Context: an optimization exercise on an open-source flow, tuned for small area, a short achievable clock period and few clock cycles. The choices shown serve that exercise and are no tape-out recipe.
Where RTL was checked, it was by simulation tests only, not by an equivalence proof against the original.
No driver is modelled on the clock port, so clock power and skew are understated where the tree is cut down; a real chip needs a root buffer or a tree.
Power and IR drop assume default switching activity.

==> flow/design.v <==
`timescale 1ps/1ps
module Conv(
    input clk,
    input rst,
    input in_st,
    input [7:0] din,
    output reg [15:0] dout,
    output reg out_st
);
reg [7:0] pix [0:15];
reg [9:0] upart, vreg, va;
reg [11:0] hpart;
reg [10:0] r_sr [0:9];
wire [12:0] hfull = add12(hpart, {2'b00, vreg});
wire [10:0] hsum = hfull[11:1];
reg [6:0] cnt;
integer i;
function [12:0] add12;
    input [11:0] a;
    input [11:0] b;
    integer i, k;
    reg [3:0] s0, s1;
    reg k0, k1, c, p;
    begin
        c = 1'b0;
        for (k = 0; k < 3; k = k + 1) begin
            k0 = 1'b0;
            k1 = 1'b1;
            for (i = 0; i < 4; i = i + 1) begin
                p = a[4*k+i] ^ b[4*k+i];
                s0[i] = p ^ k0;
                s1[i] = p ^ k1;
                k0 = (a[4*k+i] & b[4*k+i]) | (k0 & p);
                k1 = (a[4*k+i] & b[4*k+i]) | (k1 & p);
            end
            add12[4*k +: 4] = c ? s1 : s0;
            c = c ? k1 : k0;
        end
        add12[12] = c;
    end
endfunction
always @(posedge clk) begin
    pix[0] <= din;
    for (i = 1; i < 16; i = i + 1)
        pix[i] <= pix[i-1];
    upart <= add12({3'b000, pix[7], 1'b0}, {4'b0000, pix[15]});
    vreg <= add12({2'b00, upart}, {4'b0000, pix[0]});
    va <= vreg;
    hpart <= add12({1'b0, vreg, 1'b0}, {2'b00, va});
    r_sr[0] <= hsum;
    for (i = 1; i < 10; i = i + 1)
        r_sr[i] <= r_sr[i-1];
end
wire row5 = (cnt < 7'd31) || (cnt >= 7'd61);
wire s0 = (cnt < 7'd37);
wire s1 = !s0 && (cnt < 7'd43);
wire s2 = (cnt >= 7'd43) && (cnt < 7'd49);
wire s3 = (cnt >= 7'd49) && (cnt < 7'd55);
wire s4 = (cnt >= 7'd55);
wire [10:0] rdel = ({11{s0}} & r_sr[9]) | ({11{s1}} & r_sr[7]) | ({11{s2}} & r_sr[5])
                 | ({11{s3}} & r_sr[3]) | ({11{s4}} & r_sr[1]);
wire [10:0] rsel = row5 ? hsum : rdel;
always @(posedge clk) begin
    dout <= {5'b00000, rsel};
end
always @(posedge clk) begin
    if (rst) begin
        cnt <= 7'd0;
        out_st <= 1'b0;
    end
    else begin
        if (in_st)
            cnt <= 7'd1;
        else if (cnt != 7'd0)
            cnt <= cnt + 7'd1;
        out_st <= (cnt == 7'd30);
    end
end
endmodule
export LEC_CHECK = 0
export ABC_AREA = 1
export CAP_MARGIN = 20
export CORE_MARGIN = 2
export CORE_UTILIZATION = 65
export GPL_ROUTABILITY_DRIVEN = 0
export GPL_TIMING_DRIVEN = 0
export SETUP_SLACK_MARGIN = 4.04
export SLEW_MARGIN = 20
create_clock -name core_clock -period 6.0 [get_ports {clk}]
standard.sh (not shown) runs the stock make flow with config.mk's settings and CLKGATE_MAP_FILE= SYNTH_SCRIPT=/design/flow/synth_recipe.tcl, a recipe that flattens the netlist after the stock synthesis.
==> flow/flow/run.sh <==
#!/bin/bash
# Standard ORFS layout with these changes:
#  - the clock tree is built by flow/mantree.tcl (four root buffers, each
#    driving four leaf buffers) instead of ORFS's CTS;
#  - synthesis leaves adders to ABC instead of mapping them to full-adder cells;
#  - every input and output port gets a buf_2 buffer (instead of the slow
#    delay buffer buffer_ports picks by default); timing repair may resize it.
set -euo pipefail
HERE=$(cd "$(dirname "${BASH_SOURCE[0]}")" && pwd)
export PRE_CTS_TCL=$HERE/pre_cts.tcl
export MT_NX=4 MT_NY=4 MT_NROOT=4 MT_LEAF=sky130_fd_sc_hd__clkbuf_8 MT_ROOT=sky130_fd_sc_hd__clkbuf_8
bash standard.sh finish ADDER_MAP_FILE= \
  "BUFFER_PORTS_ARGS=-buffer_cell sky130_fd_sc_hd__buf_2" > orfs_flow.log 2>&1
Other scripts of this flow, unchanged in this note and not shown: flow/flow/mantree.tcl, flow/flow/pre_cts.tcl
Testbench counts at the start, summed over its fixed seeds: cycles 6,264.
==> next run, changes <==
--- a/flow/design.v
+++ b/flow/design.v
@@ -9,20 +9,22 @@
 );
 reg [7:0] pix [0:15];
 reg [9:0] upart, vreg, va;
-reg [11:0] hpart;
+reg [10:0] hpart;
+reg hodd;
 reg [10:0] r_sr [0:9];
-wire [12:0] hfull = add12(hpart, {2'b00, vreg});
-wire [10:0] hsum = hfull[11:1];
+wire [12:0] hfull = add12({1'b0, hpart}, {3'b000, vreg[9:1]}, hodd & vreg[0]);
+wire [10:0] hsum = hfull[10:0];
 reg [6:0] cnt;
 integer i;
 function [12:0] add12;
     input [11:0] a;
     input [11:0] b;
+    input ci;
     integer i, k;
     reg [3:0] s0, s1;
     reg k0, k1, c, p;
     begin
-        c = 1'b0;
+        c = ci;
         for (k = 0; k < 3; k = k + 1) begin
             k0 = 1'b0;
             k1 = 1'b1;
@@ -43,10 +45,11 @@
     pix[0] <= din;
     for (i = 1; i < 16; i = i + 1)
         pix[i] <= pix[i-1];
-    upart <= add12({3'b000, pix[7], 1'b0}, {4'b0000, pix[15]});
-    vreg <= add12({2'b00, upart}, {4'b0000, pix[0]});
+    upart <= add12({3'b000, pix[7], 1'b0}, {4'b0000, pix[15]}, 1'b0);
+    vreg <= add12({2'b00, upart}, {4'b0000, pix[0]}, 1'b0);
     va <= vreg;
-    hpart <= add12({1'b0, vreg, 1'b0}, {2'b00, va});
+    hpart <= add12({2'b00, vreg}, {3'b000, va[9:1]}, 1'b0);
+    hodd <= va[0];
     r_sr[0] <= hsum;
     for (i = 1; i < 10; i = i + 1)
         r_sr[i] <= r_sr[i-1];
=> Wire length is higher by a few percent; die area is lower slightly; maximum frequency is lower slightly; core utilization is higher by 2.4 points; final cell count is lower slightly; power is higher slightly; final area is higher slightly; synthesized cell count is lower slightly; via count is lower slightly; setup slack loses 0.010 ns; global-route usage is higher by 0.76 points; critical path depth does not change; register-to-register slack loses 0.02 ns.
No functional check of the RTL was part of the second run of this note. In every run of this note, the design's own scripts or RTL, not TritonCTS, make the clock network.

run R:
// Conv: RTL as listed in full above, without the edits since
==> flow/config.mk <==
export PLATFORM = sky130hd
export DESIGN_NAME = Conv
export DESIGN_NICKNAME = Conv
export VERILOG_FILES = /design/flow/design.v
export SDC_FILE = /design/flow/constraint.sdc
export NUM_CORES = 4
export LEC_CHECK = 0
export ABC_AREA = 1
export CAP_MARGIN = 20
export CORE_MARGIN = 2
export CORE_UTILIZATION = 55
export SETUP_SLACK_MARGIN = 4.0
export SLEW_MARGIN = 20
==> flow/constraint.sdc <==
create_clock -name core_clock -period 6.0 [get_ports {clk}]
set_input_delay 1.2000 -clock core_clock [delete_from_list [all_inputs] [get_ports {clk}]]
set_output_delay 1.2000 -clock core_clock [all_outputs]
set_load 0.01 [all_outputs]
Scripts as last shown in full above: flow/flow/run.sh
Other scripts of this flow, unchanged in this note and not shown: flow/flow/mantree.tcl, flow/flow/pre_cts.tcl
Testbench counts of run R, summed over its fixed seeds: cycles 6,264.
### run R -> run E
-- flow/design.v --
<<< run R, line 53
end
wire row5 = (cnt < 7'd31) || (cnt >= 7'd61);
wire s0 = (cnt < 7'd37);
wire s1 = !s0 && (cnt < 7'd43);
wire s2 = (cnt >= 7'd43) && (cnt < 7'd49);
wire s3 = (cnt >= 7'd49) && (cnt < 7'd55);
wire s4 = (cnt >= 7'd55);
wire [10:0] rdel = ({11{s0}} & r_sr[9]) | ({11{s1}} & r_sr[7]) | ({11{s2}} & r_sr[5])
                 | ({11{s3}} & r_sr[3]) | ({11{s4}} & r_sr[1]);
wire [10:0] rsel = row5 ? hsum : rdel;
always @(posedge clk) begin
>>> run E, line 53
end
wire row5 = (cnt < 7'd31) || (cnt >= 7'd61);
reg [10:0] rdel;
always @(*) begin
    if (cnt < 7'd37)      rdel = r_sr[9];
    else if (cnt < 7'd43) rdel = r_sr[7];
    else if (cnt < 7'd49) rdel = r_sr[5];
    else if (cnt < 7'd55) rdel = r_sr[3];
    else                  rdel = r_sr[1];
end
wire [10:0] rsel = row5 ? hsum : rdel;
always @(posedge clk) begin
==> results.txt <==
- Cell area after synthesis: run E vs run R up about 1.1%
- Run R → run E: via count was more or less identical, share of the final layout cell area in multi-input gates climbed 0.61 points, sequential power share up 0.2 points.
- Comparing run R and run E, the lower detailed route wirelength on metal3 was measured on run R.
- Cmp run R and run E / fraction of area in registers / higher: run E
- In the reports for run R and run E, the smaller worst hold slack belongs to run E.
- Summary of run E over run R: power drawn by the combinational cells dropped about 4.4%; global-route total usage across every layer has decreased.
Testbench counts of run E, summed over its fixed seeds: cycles 6,264.
No run of this note takes its clock network from TritonCTS; it comes from the design's own scripts or RTL.

Setup of run A:
Starts from the design.v that is shown in full above.
export LEC_CHECK = 0
export ABC_AREA = 1
export CAP_MARGIN = 20
export CORE_MARGIN = 2
export CORE_UTILIZATION = 65
export SETUP_SLACK_MARGIN = 4.0
export SLEW_MARGIN = 20
create_clock -name core_clock -period 6.0 [get_ports {clk}]
Scripts as last shown in full above: flow/flow/run.sh
Other scripts of this flow, unchanged in this note and not shown: flow/flow/mantree.tcl, flow/flow/pre_cts.tcl
Testbench counts of run A, summed over its fixed seeds: cycles 6,264.
Inputs modified between run A and run B:
==> flow/design.v <==
`timescale 1ps/1ps
module Conv(
    input clk,
    input rst,
    input in_st,
    input [7:0] din,
    output reg [15:0] dout,
    output reg out_st
);
reg [7:0] pix [0:15];
reg [9:0] upart, vreg, va;
reg [10:0] hpart;
reg hodd;
reg [10:0] r_sr [0:9];
wire [12:0] hfull = add12({1'b0, hpart}, {3'b000, vreg[9:1]}, hodd & vreg[0]);
wire [10:0] hsum = hfull[10:0];
reg [3:0] chi;
reg [2:0] clo;
integer i;
function [12:0] add12;
    input [11:0] a;
    input [11:0] b;
    input ci;
    integer i, k;
    reg [3:0] s0, s1;
    reg k0, k1, c, p;
    begin
        c = ci;
        for (k = 0; k < 3; k = k + 1) begin
            k0 = 1'b0;
            k1 = 1'b1;
            for (i = 0; i < 4; i = i + 1) begin
                p = a[4*k+i] ^ b[4*k+i];
                s0[i] = p ^ k0;
                s1[i] = p ^ k1;
                k0 = (a[4*k+i] & b[4*k+i]) | (k0 & p);
                k1 = (a[4*k+i] & b[4*k+i]) | (k1 & p);
            end
            add12[4*k +: 4] = c ? s1 : s0;
            c = c ? k1 : k0;
        end
        add12[12] = c;
    end
endfunction
always @(posedge clk) begin
    pix[0] <= din;
    for (i = 1; i < 16; i = i + 1)
        pix[i] <= pix[i-1];
    upart <= add12({3'b000, pix[7], 1'b0}, {4'b0000, pix[15]}, 1'b0);
    vreg <= add12({2'b00, upart}, {4'b0000, pix[0]}, 1'b0);
    va <= vreg;
    hpart <= add12({2'b00, vreg}, {3'b000, va[9:1]}, 1'b0);
    hodd <= va[0];
    r_sr[0] <= hsum;
    for (i = 1; i < 10; i = i + 1)
        r_sr[i] <= r_sr[i-1];
end
wire s0 = (chi == 4'd5);
wire s1 = (chi == 4'd6);
wire s2 = (chi == 4'd7);
wire s3 = (chi == 4'd8);
wire s4 = (chi == 4'd9);
wire row5 = !(s0 | s1 | s2 | s3 | s4);
wire [10:0] rdel = ({11{s0}} & r_sr[9]) | ({11{s1}} & r_sr[7]) | ({11{s2}} & r_sr[5])
                 | ({11{s3}} & r_sr[3]) | ({11{s4}} & r_sr[1]);
wire [10:0] rsel = row5 ? hsum : rdel;
always @(posedge clk) begin
    dout <= {5'b00000, rsel};
end
always @(posedge clk) begin
    if (rst) begin
        chi <= 4'd15;
        clo <= 3'd0;
        out_st <= 1'b0;
    end
    else begin
        if (in_st) begin
            chi <= 4'd0;
            clo <= 3'd0;
        end
        else if (chi != 4'd15) begin
            if (clo == 3'd5) begin
                clo <= 3'd0;
                chi <= chi + 4'd1;
            end
            else
                clo <= clo + 3'd1;
        end
        out_st <= (chi == 4'd4) && (clo == 3'd5);
    end
end
endmodule
### Flow results
- Taking run A over run B, the routed wire length ratio works out to 1.05.
- In the tables for run A and run B, cell depth of the worst flop-to-flop path reads lower with run A.
- Part of the power in the clock network on run B is down relative to run A.
- Run B ends up with a met1 demand-to-capacity share in global routing that is 0.35 points lower than in run A.
- Run B vs. run A: via count lower, final core area utilization increased by 1.3 points relative to the old numbers, total power consumption of the routed design rose 53 uW, maximum operating frequency was more or less identical, met3 demand-to-capacity share in global routing shows no meaningful change.
Testbench counts of run B, summed over its fixed seeds: cycles 6,264.
No run of this note takes its clock network from TritonCTS; it comes from the design's own scripts or RTL.

== main ==
Conv with an RTL version that a note above also has.
Size: about 630 cells after synthesis, roughly 300 flip-flops, ~7800 um^2 of cells after synthesis.
==> module Conv, before the edit <==
module Conv(
    input clk,
    input rst,
    input in_st,
    input [7:0] din,
    output reg [15:0] dout,
    output reg out_st
);
reg [7:0] pix [0:15];
reg [9:0] upart, vreg, va;
reg [10:0] hpart;
reg hodd;
reg [10:0] r_sr [0:9];
wire [12:0] hfull = add12({1'b0, hpart}, {3'b000, vreg[9:1]}, hodd & vreg[0]);
wire [10:0] hsum = hfull[10:0];
reg [6:0] cnt;
integer i;
function [12:0] add12;
    input [11:0] a;
    input [11:0] b;
    input ci;
    integer i, k;
    reg [3:0] s0, s1;
    reg k0, k1, c, p;
    begin
        c = ci;
        for (k = 0; k < 3; k = k + 1) begin
            k0 = 1'b0;
            k1 = 1'b1;
            for (i = 0; i < 4; i = i + 1) begin
                p = a[4*k+i] ^ b[4*k+i];
                s0[i] = p ^ k0;
                s1[i] = p ^ k1;
                k0 = (a[4*k+i] & b[4*k+i]) | (k0 & p);
                k1 = (a[4*k+i] & b[4*k+i]) | (k1 & p);
            end
            add12[4*k +: 4] = c ? s1 : s0;
            c = c ? k1 : k0;
        end
        add12[12] = c;
    end
endfunction
always @(posedge clk) begin
    pix[0] <= din;
    for (i = 1; i < 16; i = i + 1)
        pix[i] <= pix[i-1];
    upart <= add12({3'b000, pix[7], 1'b0}, {4'b0000, pix[15]}, 1'b0);
    vreg <= add12({2'b00, upart}, {4'b0000, pix[0]}, 1'b0);
    va <= vreg;
    hpart <= add12({2'b00, vreg}, {3'b000, va[9:1]}, 1'b0);
    hodd <= va[0];
    r_sr[0] <= hsum;
    for (i = 1; i < 10; i = i + 1)
        r_sr[i] <= r_sr[i-1];
end
wire row5 = (cnt < 7'd31) || (cnt >= 7'd61);
wire s0 = (cnt < 7'd37);
wire s1 = !s0 && (cnt < 7'd43);
wire s2 = (cnt >= 7'd43) && (cnt < 7'd49);
wire s3 = (cnt >= 7'd49) && (cnt < 7'd55);
wire s4 = (cnt >= 7'd55);
wire [10:0] rdel = ({11{s0}} & r_sr[9]) | ({11{s1}} & r_sr[7]) | ({11{s2}} & r_sr[5])
                 | ({11{s3}} & r_sr[3]) | ({11{s4}} & r_sr[1]);
wire [10:0] rsel = row5 ? hsum : rdel;
always @(posedge clk) begin
    dout <= {5'b00000, rsel};
end
always @(posedge clk) begin
    if (rst) begin
        cnt <= 7'd0;
        out_st <= 1'b0;
    end
    else begin
        if (in_st)
            cnt <= 7'd1;
        else if (cnt != 7'd0)
            cnt <= cnt + 7'd1;
        out_st <= (cnt == 7'd30);
    end
end
endmodule
Settings: LEC_CHECK=0, ABC_AREA=1, CAP_MARGIN=20, CORE_MARGIN=2, CORE_UTILIZATION=65, GPL_ROUTABILITY_DRIVEN=0, GPL_TIMING_DRIVEN=0, SETUP_SLACK_MARGIN=4.0, SLEW_MARGIN=20; clock period 6.0 ns.
Scripts as last shown in full above: flow/flow/run.sh
Other scripts of this flow, unchanged in this note and not shown: flow/flow/mantree.tcl, flow/flow/pre_cts.tcl
Here is what was changed in the inputs of the feature branch compared with main.
==> flow/design.v, changed modules only <==
module Conv(
    input clk,
    input rst,
    input in_st,
    input [7:0] din,
    output reg [15:0] dout,
    output reg out_st
);
reg [7:0] pix [0:15];
reg [9:0] upart, vreg, va;
reg [10:0] hpart;
reg hodd;
reg [10:0] r_sr [0:9];
wire [12:0] hfull = add12({1'b0, hpart}, {3'b000, vreg[9:1]}, hodd & vreg[0]);
wire [10:0] hsum = hfull[10:0];
reg [3:0] chi;
reg [2:0] clo;
integer i;
function [12:0] add12;
    input [11:0] a;
    input [11:0] b;
    input ci;
    integer i, k;
    reg [3:0] s0, s1;
    reg k0, k1, c, p;
    begin
        c = ci;
        for (k = 0; k < 3; k = k + 1) begin
            k0 = 1'b0;
            k1 = 1'b1;
            for (i = 0; i < 4; i = i + 1) begin
                p = a[4*k+i] ^ b[4*k+i];
                s0[i] = p ^ k0;
                s1[i] = p ^ k1;
                k0 = (a[4*k+i] & b[4*k+i]) | (k0 & p);
                k1 = (a[4*k+i] & b[4*k+i]) | (k1 & p);
            end
            add12[4*k +: 4] = c ? s1 : s0;
            c = c ? k1 : k0;
        end
        add12[12] = c;
    end
endfunction
always @(posedge clk) begin
    pix[0] <= din;
    for (i = 1; i < 16; i = i + 1)
        pix[i] <= pix[i-1];
    upart <= add12({3'b000, pix[7], 1'b0}, {4'b0000, pix[15]}, 1'b0);
    vreg <= add12({2'b00, upart}, {4'b0000, pix[0]}, 1'b0);
    va <= vreg;
    hpart <= add12({2'b00, vreg}, {3'b000, va[9:1]}, 1'b0);
    hodd <= va[0];
    r_sr[0] <= hsum;
    for (i = 1; i < 10; i = i + 1)
        r_sr[i] <= r_sr[i-1];
end
wire s0 = (chi == 4'd5);
wire s1 = (chi == 4'd6);
wire s2 = (chi == 4'd7);
wire s3 = (chi == 4'd8);
wire s4 = (chi == 4'd9);
wire row5 = !(s0 | s1 | s2 | s3 | s4);
wire [10:0] rdel = ({11{s0}} & r_sr[9]) | ({11{s1}} & r_sr[7]) | ({11{s2}} & r_sr[5])
                 | ({11{s3}} & r_sr[3]) | ({11{s4}} & r_sr[1]);
wire [10:0] rsel = row5 ? hsum : rdel;
always @(posedge clk) begin
    dout <= {5'b00000, rsel};
end
always @(posedge clk) begin
    if (rst) begin
        chi <= 4'd15;
        clo <= 3'd0;
        out_st <= 1'b0;
    end
    else begin
        if (in_st) begin
            chi <= 4'd0;
            clo <= 3'd0;
        end
        else if (chi != 4'd15) begin
            if (clo == 3'd5) begin
                clo <= 3'd0;
                chi <= chi + 4'd1;
            end
            else
                clo <= clo + 3'd1;
        end
        out_st <= (chi == 4'd4) && (clo == 3'd5);
    end
end
endmodule
Notes after the runs:
- Sum of met3 wire segment lengths after detailed routing | the feature branch below main
- Diff main -> the feature branch: least setup slack across all paths after layout +0.015 ns; peak supply drop -6.1%; die area ~0 delta.
- main vs the feature branch, capture point of the worst path: dout[3] vs dout[1]
- In the reports for the feature branch and main, the larger multi-input combinational gate total belongs to main.
Testbench counts of the feature branch, summed over its fixed seeds: cycles 6,264.
Function not checked in main: the RTL went through the layout flow alone. In every run of this note, the design's own scripts or RTL, not TritonCTS, make the clock network.

## separate check: timing with driven ports
The results above use ideal ports. As a check the final layouts listed here were re-extracted and re-timed, cells and wires unchanged.
Step 1 (the two cells are an assumption about what drives the block):
set clk [get_ports {clk}]
set_driving_cell -lib_cell sky130_fd_sc_hd__clkbuf_16 $clk
set_driving_cell -lib_cell sky130_fd_sc_hd__buf_2 [delete_from_list [all_inputs] $clk]
Step 2 adds t to the input delays and takes it off the output delays; t is the mean of the earliest and latest rising clock arrival at the registers after step 1. Input paths then give back, and output paths get back, about the clock's delay inside the block.
Slacks: ideal / step 1 / step 2; pairs: ideal / step 1.
run | t, ns | slack for setup (ns) | hold WS [ns] | worst register clock-pin slew, ns
the first run of note 1 | 0.367 | 4.041 / 3.983 / 3.947 | 0.325 / 0.325 / 0.325 | 0.10 / 0.10
the second run of note 1 | 0.369 | 4.031 / 3.972 / 3.965 | 0.313 / 0.313 / 0.313 | 0.11 / 0.11
run R | 0.371 | 4.019 / 3.960 / 4.044 | 0.316 / 0.316 / 0.316 | 0.11 / 0.11
run E | 0.378 | 4.021 / 3.958 / 4.039 | 0.309 / 0.309 / 0.309 | 0.12 / 0.12
run A | 0.367 | 4.023 / 3.966 / 4.060 | 0.321 / 0.321 / 0.321 | 0.11 / 0.11
run B | 0.369 | 4.025 / 3.963 / 4.102 | 0.314 / 0.314 / 0.314 | 0.11 / 0.11
main | 0.368 | 4.028 / 3.970 / 3.976 | 0.313 / 0.313 / 0.313 | 0.11 / 0.11
the feature branch | 0.367 | 4.043 / 3.985 / 4.079 | 0.322 / 0.322 / 0.322 | 0.11 / 0.11
After both steps every run listed still meets setup and hold. For the first run of note 1, which loses most, drivers alone change the setup slack by -0.058 ns; drivers and shift together by -0.094 ns.
